Context: an optimization exercise on an open-source flow, tuned for small area, a short achievable clock period and few clock cycles per item. The choices shown serve that exercise and are no tape-out recipe.
RTL that was checked went through simulation tests only; none was proved equivalent to the original.

==> flow/design.v <==
module mdc_b(
    input ld, clk,
    input [31:0] i_a, i_b,
    output [31:0] res,
    output done);
    reg [31:0] a, b;
    reg [4:0]  k;
    wire bz = (b == 32'd0);
    wire kz = (k == 5'd0);
    wire [31:0] bg  = b & {32{a[0]}};
    wire [31:0] gg = a & ~bg;
    wire [31:0] pp = ~(a ^ bg);
    reg  [31:0] G, P;
    integer i, j;
    always @* begin
        G = gg; P = pp;
        for (i = 1; i <= 5; i = i + 1)
            for (j = (1 << i) - 1; j < 32; j = j + (1 << i)) begin
                G[j] = G[j] | (P[j] & G[j - (1 << (i - 1))]);
                P[j] = P[j] & P[j - (1 << (i - 1))];
            end
        for (i = 5; i > 0; i = i - 1)
            for (j = (1 << i) + (1 << (i - 1)) - 1; j < 32; j = j + (1 << i)) begin
                G[j] = G[j] | (P[j] & G[j - (1 << (i - 1))]);
                P[j] = P[j] & P[j - (1 << (i - 1))];
            end
    end
    wire [32:0] c   = {G | P, 1'b1};
    wire [32:0] d   = {~c[32], pp ^ c[31:0]};
    wire        eq  = P[31];
    wire        neg = d[32];
    wire both_even  = ~a[0] & ~b[0];
    wire [8:0]  x   = (a[8:0] ^ bg[8:0]) | {7'd0, both_even, 1'b0};
    wire [2:0] sh = x[1] ? 3'd0 : x[2] ? 3'd1 : x[3] ? 3'd2 : x[4] ? 3'd3 :
                    x[5] ? 3'd4 : x[6] ? 3'd5 : x[7] ? 3'd6 : 3'd7;
    wire       big = (x[8:1] == 8'd0);
    wire [40:0] yx = {{9{neg}}, d[32:1]} >> sh;
    wire [31:0] ys = yx[31:0];
    wire [31:0] nb = neg ? {~ys[31:1], 1'b1} : ys;
    always @(posedge clk)
        if (ld) begin
            a <= i_a;
            b <= i_b;
            k <= 5'd0;
        end else if (bz) begin
            if (!kz) begin
                a <= {a[30:0], 1'b0};
                k <= k - 5'd1;
            end
        end else if (both_even) begin
            a <= {1'b0, b[31:1]};
            b <= nb;
            k <= k + 5'd1;
        end else if (!b[0] || (neg && big)) begin
            a <= b;
            b <= a;
        end else begin
            if (!neg)
                a <= b;
            b <= nb;
        end
    assign res = a;
    assign done = kz & (bz | (eq & a[0]));
endmodule
==> flow/config.mk <==
export PLATFORM = sky130hd
export DESIGN_NAME = mdc_b
export DESIGN_NICKNAME = mdc_b
export VERILOG_FILES = /design/flow/design.v
export SDC_FILE = /design/flow/constraint.sdc
export NUM_CORES = 4
export LEC_CHECK = 0
export ABC_AREA = 1
export CAP_MARGIN = 20
export CORE_MARGIN = 2
export CORE_UTILIZATION = 50
export SETUP_SLACK_MARGIN = 1.7
export SLEW_MARGIN = 20
==> flow/constraint.sdc <==
create_clock -name core_clock -period 5.5 [get_ports {clk}]
set_input_delay 1.1000 -clock core_clock [delete_from_list [all_inputs] [get_ports {clk}]]
set_output_delay 1.1000 -clock core_clock [all_outputs]
set_load 0.01 [all_outputs]
standard.sh (not shown) runs the stock make flow with config.mk's settings and CLKGATE_MAP_FILE= SYNTH_SCRIPT=/design/flow/synth_recipe.tcl, a recipe that flattens the netlist after the stock synthesis.
==> flow/flow/run.sh <==
#!/bin/bash
# The standard layout (standard.sh) with two changes:
#  - the port buffers are sky130_fd_sc_hd__buf_1 (every port still gets one);
#  - clock tree synthesis uses clkbuf_4/clkbuf_8 and inserts no dummy loads.
# The output of the whole run goes to standard.log; ORFS's per-step logs are
# under orfs/logs/.
set -euo pipefail
export BUFFER_PORTS_ARGS="-inputs -outputs -buffer_cell sky130_fd_sc_hd__buf_1"
export CTS_ARGS="-sink_clustering_enable -repair_clock_nets -dont_use_dummy_load -buf_list {sky130_fd_sc_hd__clkbuf_4 sky130_fd_sc_hd__clkbuf_8}"
bash standard.sh > standard.log 2>&1
Testbench counts at the start, summed over its fixed seeds: cycles 72,118, items 3,200.
Edit:
--- a/flow/design.v
+++ b/flow/design.v
@@ -5,9 +5,10 @@
     output done);
     reg [31:0] a, b;
     reg [4:0]  k;
+    reg        bo;    
     wire bz = (b == 32'd0);
     wire kz = (k == 5'd0);
-    wire [31:0] bg  = b & {32{a[0]}};
+    wire [31:0] bg  = b & {32{bo}};
     wire [31:0] gg = a & ~bg;
     wire [31:0] pp = ~(a ^ bg);
     reg  [31:0] G, P;
@@ -37,28 +38,38 @@
     wire [40:0] yx = {{9{neg}}, d[32:1]} >> sh;
     wire [31:0] ys = yx[31:0];
     wire [31:0] nb = neg ? {~ys[31:1], 1'b1} : ys;
-    always @(posedge clk)
+    reg [31:0] an, bn;
+    reg [4:0]  kn;
+    always @* begin
+        an = a; bn = b; kn = k;
         if (ld) begin
-            a <= i_a;
-            b <= i_b;
-            k <= 5'd0;
+            an = i_a;
+            bn = i_b;
+            kn = 5'd0;
         end else if (bz) begin
             if (!kz) begin
-                a <= {a[30:0], 1'b0};
-                k <= k - 5'd1;
+                an = {a[30:0], 1'b0};
+                kn = k - 5'd1;
             end
         end else if (both_even) begin
-            a <= {1'b0, b[31:1]};
-            b <= nb;
-            k <= k + 5'd1;
+            an = {1'b0, b[31:1]};
+            bn = nb;
+            kn = k + 5'd1;
         end else if (!b[0] || (neg && big)) begin
-            a <= b;
-            b <= a;
+            an = b;
+            bn = a;
         end else begin
             if (!neg)
-                a <= b;
-            b <= nb;
+                an = b;
+            bn = nb;
         end
+    end
+    always @(posedge clk) begin
+        a  <= an;
+        b  <= bn;
+        k  <= kn;
+        bo <= an[0] & bn[0];
+    end
     assign res = a;
     assign done = kz & (bz | (eq & a[0]));
 endmodule
After rerunning:
- via count is higher by 4.9%
- utilization is higher by 1.4 points
- global-route usage is higher by 1.4 points
- setup slack gains 44 ps
- non-clock buffer count is higher by 4
Only the layout flow was run in the second run of this note; the RTL was not checked for function there.

port drivers added, routing unchanged:
In the flow no input, the clock included, has a driving cell. The finished layouts below were timed again as built, in two steps.
Step 1 (the two cells are an assumption about what drives the block):
set clk [get_ports {clk}]
set_driving_cell -lib_cell sky130_fd_sc_hd__clkbuf_16 $clk
set_driving_cell -lib_cell sky130_fd_sc_hd__buf_2 [delete_from_list [all_inputs] $clk]
Step 2 adds t to the input delays and takes it off the output delays; t is the mean of the earliest and latest rising clock arrival at the registers after step 1. Input paths then give back, and output paths get back, about the clock's delay inside the block.
a / b / c = no drivers / after step 1 / after step 2; a / b = the first two.
run | t, ns | setup WS [ns] | latest minus earliest clock arrival (ns) | worst register clock-pin slew, ns
the first run | 0.384 | 1.757 / 1.723 / 1.907 | 0.018 / 0.017 | 0.08 / 0.08
the second run | 0.407 | 1.801 / 1.762 / 2.017 | 0.028 / 0.027 | 0.09 / 0.09
After both steps setup and hold are still met in every run listed.
